Source: an optimization exercise on an open RTL-to-GDS flow (aim: small area). Production flows keep margins and buffers that such runs may drop.
In this exercise RTL edits were held to simulation tests only and were not proved equivalent to the original.

yarrow:
==> flow/design.v <==
module lcdSync
(
	input wire CLK,
	input wire RST_IN,
	output wire LCD_HSYNC,
	output wire LCD_VSYNC,
	output wire LCD_DEN,
	output wire [9:0] X,
	output wire [8:0] Y
);
reg [9:0] x;
reg [8:0] y;
wire hend = ~x[9] & x[8] & x[7] & x[6] & x[5] & x[0];    
wire vend = y[8] & ~y[7] & y[4] & y[2];                   
always @(posedge CLK)
begin
	if (RST_IN == 1'b0)
	begin
		x <= 10'd983;
		y <= 9'd502;
	end
	else if (hend)
	begin
		x <= 10'd983;
		y <= vend ? 9'd502 : y + 9'd1;
	end
	else
		x <= x + 10'd1;
end
assign LCD_HSYNC = ~x[9] | (&x[5:0]);                     
assign LCD_VSYNC = ~(y[8] & y[7]) | (&y[3:0]);            
assign LCD_DEN = ~x[9] & ~(x[8] & x[7] & x[6] & x[5]) &   
                 (~y[8] | (~y[7] & ~(y[4] & (|y[3:0]))));  
assign X = x;
assign Y = y;
endmodule
module lcdPong
  (
   input wire 	      CLK,
   input wire 	      RST_IN,
   output wire [4:0]  R,
   output wire [5:0]  G,
   output wire [4:0]  B,
   input wire 	      DEN,
   input wire [9:0]   X,    
   input wire [8:0]   Y,    
   output wire [31:0] SEG_HEX_ALL,
   input wire [7:0]   BUTTONS
   );
  wire tick, inc1, inc2;
  wire [7:0] r1, r2, score1, score2;
  wire [8:0] bx, by;
  pongTimer tmr (.CLK(CLK), .RST_IN(RST_IN), .tick(tick));
  pongRacket rk1 (.CLK(CLK), .RST_IN(RST_IN), .up(BUTTONS[0]), .dn(BUTTONS[1]), .r(r1));
  pongRacket rk2 (.CLK(CLK), .RST_IN(RST_IN), .up(BUTTONS[6]), .dn(BUTTONS[7]), .r(r2));
  pongBall ball (.CLK(CLK), .RST_IN(RST_IN), .tick(tick), .r1(r1), .r2(r2),
                 .bx(bx), .by(by), .inc1(inc1), .inc2(inc2));
  pongScore sc1 (.CLK(CLK), .RST_IN(RST_IN), .inc(inc1), .score(score1));
  pongScore sc2 (.CLK(CLK), .RST_IN(RST_IN), .inc(inc2), .score(score2));
  pongPixel pix (.CLK(CLK), .RST_IN(RST_IN), .DEN(DEN), .X(X), .Y(Y),
                 .r1(r1), .r2(r2), .bx(bx), .by(by), .R(R), .G(G), .B(B));
  assign SEG_HEX_ALL = {8'b0, score1, 8'b0, score2};
endmodule
module pongTimer (input wire CLK, input wire RST_IN, output wire tick);
  reg [11:0] cpt;
  assign tick = (cpt == 12'd1198);
  always @(posedge CLK)
    if (RST_IN == 0 || tick) cpt <= 0;
    else cpt <= {cpt[10:0], ~(cpt[11] ^ cpt[10] ^ cpt[9] ^ cpt[3])};
endmodule
module pongScore (input wire CLK, input wire RST_IN, input wire inc, output reg [7:0] score);
  always @(posedge CLK)
    if (RST_IN == 0) score <= 0;
    else if (inc) score <= score + 8'd1;
endmodule
module pongRacket (input wire CLK, input wire RST_IN, input wire up, input wire dn, output reg [7:0] r);
  reg [9:0] s;
  wire u = up & ~dn, d = dn & ~up;
  reg [10:0] cu, cd;
  reg [9:0] sn;
  reg [8:0] ru, rdd;
  reg [7:0] rn;
  integer i;
  always @* begin
    cu[0] = u; cd[0] = d;
    for (i = 0; i < 10; i = i + 1) begin
      cu[i+1] = cu[i] & s[i];
      cd[i+1] = cd[i] & ~s[i];
      sn[i] = s[i] ^ (cu[i] | cd[i]);
    end
    ru[0] = cu[10]; rdd[0] = cd[10];
    for (i = 0; i < 8; i = i + 1) begin
      ru[i+1] = ru[i] & r[i];
      rdd[i+1] = rdd[i] & ~r[i];
      rn[i] = r[i] ^ (ru[i] | rdd[i]);
    end
  end
  always @(posedge CLK)
    if (RST_IN == 0) begin r <= 0; s <= 0; end
    else begin
      s <= sn;
      if (r == 0) r <= 1;
      else if (r[7] & r[6] & r[5] & r[3]) r <= 231;    
      else r <= rn;
    end
endmodule
module pongBall (input wire CLK, input wire RST_IN, input wire tick, input wire [7:0] r1, input wire [7:0] r2,
                 output reg [8:0] bx, output reg [8:0] by, output wire inc1, output wire inc2);
  reg dirX, dirY;
  wire [7:0] rh = bx[8] ? r2 : r1;
  wire [8:0] byp = by + 9'd5;
  wire [8:0] rh40 = rh + 9'd40;
  wire inr = le10(rh, byp) & le10(byp, rh40);
  wire bx468 = bx[8] & bx[7] & bx[6] & bx[4] & bx[2] & ~bx[1] & ~bx[0];
  wire bx473 = bx[8] & bx[7] & bx[6] & bx[4] & bx[3] & bx[0];
  wire bx507 = bx[8] & bx[7] & bx[6] & bx[5] & ~bx[2];
  wire bx0 = ~(|bx);
  wire hit = inr & (dirX ? bx468 : bx0);
  assign inc1 = tick & ~hit & dirX & bx473;
  assign inc2 = tick & ~hit & ~dirX & bx507;
  wire bounceY = dirY ? (by[8] & by[2] & by[0]) : ~(|by);
  reg [9:0] cx, cy;
  reg [8:0] bxn, byn;
  integer i;
  always @* begin
    cx[0] = 1'b1; cy[0] = 1'b1;
    for (i = 0; i < 9; i = i + 1) begin
      cx[i+1] = cx[i] & ~(bx[i] ^ dirX);
      cy[i+1] = cy[i] & ~(by[i] ^ dirY);
      bxn[i] = bx[i] ^ cx[i];
      byn[i] = by[i] ^ cy[i];
    end
  end
  always @(posedge CLK)
    if (RST_IN == 0) begin
      bx <= 9'd234; by <= 9'd131; dirX <= 1'b1; dirY <= 1'b1;
    end else if (tick) begin
      if (hit) dirX <= ~dirX;
      else if (inc1) bx <= 9'd1;
      else if (inc2) bx <= 9'd467;
      else bx <= bxn;
      if (bounceY) dirY <= ~dirY;
      else by <= byn;
    end
  function automatic le10(input [9:0] a, input [9:0] b);
    integer i;
    reg c;
    begin
      c = 1'b1;
      for (i = 0; i < 10; i = i + 1)
        c = (~a[i] & b[i]) | ((~a[i] | b[i]) & c);
      le10 = c;
    end
  endfunction
endmodule
module pongPixel (input wire CLK, input wire RST_IN, input wire DEN, input wire [9:0] X, input wire [8:0] Y,
                  input wire [7:0] r1, input wire [7:0] r2, input wire [8:0] bx, input wire [8:0] by,
                  output wire [4:0] R, output wire [5:0] G, output wire [4:0] B);
  reg cr, cg, cb;
  wire [7:0] rd_ = X[8] ? r2 : r1;
  wire [8:0] rd39 = rd_ + 9'd39;
  wire [9:0] bx10 = bx + 10'd10;
  wire [8:0] by10 = by + 9'd10;
  wire x478 = X[8] & X[7] & X[6] & X[4] & X[3] & X[2] & X[1] & ~X[0];
  wire gg = (~(|X[8:0]) | x478) & ~le10(Y, rd_) & le10(Y, rd39);
  wire rd = le10(bx, X[8:0]) & le10(X[8:0], bx10) & le10(by, Y) & le10(Y, by10);
  wire wh = ~(|Y) | (Y[8] & (&Y[3:0]));
  always @(posedge CLK)
    if (RST_IN == 0) begin cr <= 0; cg <= 0; cb <= 0; end
    else begin
      cr <= DEN & ~gg & (rd | wh);
      cg <= DEN & (gg | (~rd & wh));
      cb <= DEN & ~gg & ~rd & wh;
    end
  assign R = {1'b0, {4{cr}}};
  assign G = {6{cg}};
  assign B = {1'b0, {4{cb}}};
  function automatic le10(input [9:0] a, input [9:0] b);
    integer i;
    reg c;
    begin
      c = 1'b1;
      for (i = 0; i < 10; i = i + 1)
        c = (~a[i] & b[i]) | ((~a[i] | b[i]) & c);
      le10 = c;
    end
  endfunction
endmodule
module pong_lcd
  (
   input wire 	      CLK,
   input wire 	      nRST,
   input wire [7:0]   BUTTONS,
   output wire [4:0]  LCD_R,
   output wire [5:0]  LCD_G,
   output wire [4:0]  LCD_B,
   output wire 	      LCD_HSYNC,
   output wire 	      LCD_VSYNC,
   output wire 	      LCD_DEN,
   output wire [31:0] SEG_HEX_ALL
   );
  wire [9:0] x;
  wire [8:0] y;
  lcdSync myLcdSync
    (
     .CLK(CLK),
     .RST_IN(nRST),
     .LCD_HSYNC(LCD_HSYNC),
     .LCD_VSYNC(LCD_VSYNC),
     .LCD_DEN(LCD_DEN),
     .X(x),
     .Y(y)
     );
  lcdPong myLcdPong
    (
     .CLK(CLK),
     .RST_IN(nRST),
     .R(LCD_R),
     .G(LCD_G),
     .B(LCD_B),
     .DEN(LCD_DEN),
     .X(x),
     .Y(y),
     .SEG_HEX_ALL(SEG_HEX_ALL),
     .BUTTONS(BUTTONS)
     );
endmodule
Settings: LEC_CHECK=0, CAP_MARGIN=20, CORE_MARGIN=2, CORE_UTILIZATION=70, SLEW_MARGIN=20; clock period 10.0 ns.
standard.sh (not shown) runs the stock make flow with config.mk's settings and CLKGATE_MAP_FILE= SYNTH_SCRIPT=/design/flow/synth_recipe.tcl, a recipe that flattens the netlist after the stock synthesis.
==> flow/flow/run.sh <==
#!/bin/bash
# Own flow: the standard synthesis, then the combinational logic between the
# standard synthesis's registers is mapped again by ABC for area (the
# registers, their cells and names are kept as they are; four ABC runs with
# different seeds, the smallest netlist is kept), then the standard layout from
# floorplan to finish, with 1x port buffers and a clock tree of clkbuf_8
# without dummy loads.
set -euo pipefail
HERE=$(pwd)
R=$HERE/orfs/results/$FLOW_PLATFORM/pong_lcd/base
YOSYS=$(command -v yosys || echo "$FLOW_HOME/../tools/install/yosys/bin/yosys")
LIB=$FLOW_HOME/platforms/$FLOW_PLATFORM/lib/sky130_fd_sc_hd__tt_025C_1v80.lib
T=${RESYN_SECONDS:-300}

bash standard.sh synth > synth.log 2>&1
cp "$R/1_2_yosys.v" "$HERE/std_synth.v"

for s in 0 1 2 3; do
  echo "strash; &get -n; &deepsyn -T $T -S $s; &put; &get -n; &dch -f; &nf -R 1000; &put; topo; dnsize" > area_$s.abc
  sed -e "s|@LIB@|$LIB|g" -e "s|@IN@|$HERE/std_synth.v|g" -e "s|@OUT@|$HERE/resyn_$s.v|g" \
      -e "s|@ABC@|$HERE/area_$s.abc|g" flow/resyn.ys > resyn_$s.ys
  "$YOSYS" -l resyn_$s.log -q resyn_$s.ys > resyn_$s.out 2>&1 &
done
wait
best=""; barea=""
for s in 0 1 2 3; do
  a=$(grep "Chip area for module" resyn_$s.log | tail -1 | awk '{print $NF}')
  echo "seed $s: $a" >> resyn_choice.log
  if [[ -n "$a" && -s resyn_$s.v ]] && { [[ -z "$barea" ]] || awk -v a="$a" -v b="$barea" 'BEGIN{exit !(a<b)}'; }; then
    best=$s; barea=$a
  fi
done
echo "kept seed $best ($barea)" >> resyn_choice.log
cp resyn_$best.v "$R/1_2_yosys.v"
rm -f "$R/1_synth.odb" "$R/1_synth.sdc"
bash standard.sh \
  "BUFFER_PORTS_ARGS=-buffer_cell sky130_fd_sc_hd__buf_1" \
  "CTS_ARGS=-sink_clustering_enable -repair_clock_nets -buf_list sky130_fd_sc_hd__clkbuf_8 -dont_use_dummy_load" \
  finish > finish.log 2>&1
Other scripts of this flow, unchanged in this note and not shown: flow/flow/resyn.ys
yarrow: flow completed, timing, DRC and antenna clean
What amber does differently from yarrow at the input level:
-- flow/design.v --
<<< yarrow, line 56
  pongBall ball (.CLK(CLK), .RST_IN(RST_IN), .tick(tick), .r1(r1), .r2(r2),
                 .bx(bx), .by(by), .inc1(inc1), .inc2(inc2));
  pongScore sc1 (.CLK(CLK), .RST_IN(RST_IN), .inc(inc1), .score(score1));
  pongScore sc2 (.CLK(CLK), .RST_IN(RST_IN), .inc(inc2), .score(score2));
  pongPixel pix (.CLK(CLK), .RST_IN(RST_IN), .DEN(DEN), .X(X), .Y(Y),
                 .r1(r1), .r2(r2), .bx(bx), .by(by), .R(R), .G(G), .B(B));
>>> amber, line 56
  pongBall ball (.CLK(CLK), .RST_IN(RST_IN), .tick(tick), .r1(r1), .r2(r2),
                 .bx(bx), .by(by), .inc1(inc1), .inc2(inc2));
  pongScores sc (.CLK(CLK), .RST_IN(RST_IN), .inc1(inc1), .inc2(inc2), .score1(score1), .score2(score2));
  pongPixel pix (.CLK(CLK), .RST_IN(RST_IN), .DEN(DEN), .X(X), .Y(Y),
                 .r1(r1), .r2(r2), .bx(bx), .by(by), .R(R), .G(G), .B(B));
<<< yarrow, line 68
    if (RST_IN == 0 || tick) cpt <= 0;
    else cpt <= {cpt[10:0], ~(cpt[11] ^ cpt[10] ^ cpt[9] ^ cpt[3])};
endmodule
module pongScore (input wire CLK, input wire RST_IN, input wire inc, output reg [7:0] score);
>>> amber, line 67
    if (RST_IN == 0 || tick) cpt <= 0;
    else cpt <= {cpt[10:0], ~(cpt[11] ^ cpt[10] ^ cpt[9] ^ cpt[3])};
endmodule
module pongScores (input wire CLK, input wire RST_IN, input wire inc1, input wire inc2,
                   output reg [7:0] score1, output reg [7:0] score2);
  wire [7:0] nx = (inc1 ? score1 : score2) + 8'd1;
  always @(posedge CLK)
    if (RST_IN == 0) begin score1 <= 0; score2 <= 0; end
    else begin
      if (inc1) score1 <= nx;
      if (inc2) score2 <= nx;
    end
endmodule
module pongScore (input wire CLK, input wire RST_IN, input wire inc, output reg [7:0] score);
<<< yarrow, line 109
  reg dirX, dirY;
  wire [7:0] rh = bx[8] ? r2 : r1;
  wire [8:0] byp = by + 9'd5;
  wire [8:0] rh40 = rh + 9'd40;
  wire inr = le10(rh, byp) & le10(byp, rh40);
  wire bx468 = bx[8] & bx[7] & bx[6] & bx[4] & bx[2] & ~bx[1] & ~bx[0];
  wire bx473 = bx[8] & bx[7] & bx[6] & bx[4] & bx[3] & bx[0];
>>> amber, line 118
  reg dirX, dirY;
  wire [7:0] rh = bx[8] ? r2 : r1;
  wire [9:0] dh = {1'b0, by} + 10'd5 - {2'b0, rh};
  wire inr = ~dh[9] & (dh[8:0] <= 9'd40);
  wire bx468 = bx[8] & bx[7] & bx[6] & bx[4] & bx[2] & ~bx[1] & ~bx[0];
  wire bx473 = bx[8] & bx[7] & bx[6] & bx[4] & bx[3] & bx[0];
<<< yarrow, line 157
                  input wire [7:0] r1, input wire [7:0] r2, input wire [8:0] bx, input wire [8:0] by,
                  output wire [4:0] R, output wire [5:0] G, output wire [4:0] B);
  reg cr, cg, cb;
  wire [7:0] rd_ = X[8] ? r2 : r1;
  wire [8:0] rd39 = rd_ + 9'd39;
>>> amber, line 165
                  input wire [7:0] r1, input wire [7:0] r2, input wire [8:0] bx, input wire [8:0] by,
                  output wire [4:0] R, output wire [5:0] G, output wire [4:0] B);
  reg cr, cg;    
  wire [7:0] rd_ = X[8] ? r2 : r1;
  wire [8:0] rd39 = rd_ + 9'd39;
<<< yarrow, line 163
  wire [8:0] by10 = by + 9'd10;
  wire x478 = X[8] & X[7] & X[6] & X[4] & X[3] & X[2] & X[1] & ~X[0];
  wire gg = (~(|X[8:0]) | x478) & ~le10(Y, rd_) & le10(Y, rd39);
  wire rd = le10(bx, X[8:0]) & le10(X[8:0], bx10) & le10(by, Y) & le10(Y, by10);
  wire wh = ~(|Y) | (Y[8] & (&Y[3:0]));
  always @(posedge CLK)
    if (RST_IN == 0) begin cr <= 0; cg <= 0; cb <= 0; end
    else begin
      cr <= DEN & ~gg & (rd | wh);
      cg <= DEN & (gg | (~rd & wh));
      cb <= DEN & ~gg & ~rd & wh;
    end
  assign R = {1'b0, {4{cr}}};
  assign G = {6{cg}};
>>> amber, line 171
  wire [8:0] by10 = by + 9'd10;
  wire x478 = X[8] & X[7] & X[6] & X[4] & X[3] & X[2] & X[1] & ~X[0];
  wire [9:0] dr = {1'b0, Y} - {2'b0, rd_};
  wire gg = (~(|X[8:0]) | x478) & ~dr[9] & (dr[8:0] >= 9'd1) & (dr[8:0] <= 9'd39);
  wire rd = le10(bx, X[8:0]) & le10(X[8:0], bx10) & le10(by, Y) & le10(Y, by10);
  wire wh = ~(|Y) | (Y[8] & (&Y[3:0]));
  always @(posedge CLK)
    if (RST_IN == 0) begin cr <= 0; cg <= 0; end
    else begin
      cr <= DEN & ~gg & (rd | wh);
      cg <= DEN & (gg | (~rd & wh));
    end
  wire cb = cr & cg;
  assign R = {1'b0, {4{cr}}};
  assign G = {6{cg}};
==> comparison <==
Sort yarrow and amber by length of routed wiring on met1, ascending, and amber comes first. amber vs yarrow — routed length per instance dropped about 1.1%. Taking yarrow as the reference point, the met3 track demand over resource in global routing of amber falls by 0.85 points. Post-route fraction of the period consumed by the critical path: amber vs yarrow down 3.6 points. yarrow was larger in final cell area than amber. In the metrics for yarrow and amber, the one carrying the lower final worst-path setup slack is yarrow. On area added between synthesis and finish, amber tracks yarrow almost exactly.

[afterwards: timing with drivers on the ports]
Ports are ideal in the flow. The routed layouts listed here were re-timed in OpenROAD.
Step 1 assumes that a clkbuf_16 drives the clock port and a buf_2 every other input.
Step 2 times the ports against the registers' clock, not the clock port: input delays grow and output delays shrink by t, the midpoint of the rising clock arrivals with the driver on.
a / b / c = ideal ports / drivers / drivers and shift; a / b = the first two.
run | t, ns | setup WS [ns] | hold WS [ns] | worst setup path after step 2 | worst register clock-pin slew, ns
yarrow | 0.391 | 4.945 / 4.958 / 4.567 | 0.465 / 0.465 / 0.465 | input to register | 0.10 / 0.10
amber | 0.399 | 5.301 / 5.311 / 4.911 | 0.463 / 0.463 / 0.463 | input to register | 0.12 / 0.12
After both steps every run listed still meets setup and hold. The setup slack of amber, which loses most, moves by +0.010 ns with the drivers and by -0.390 ns with both steps.
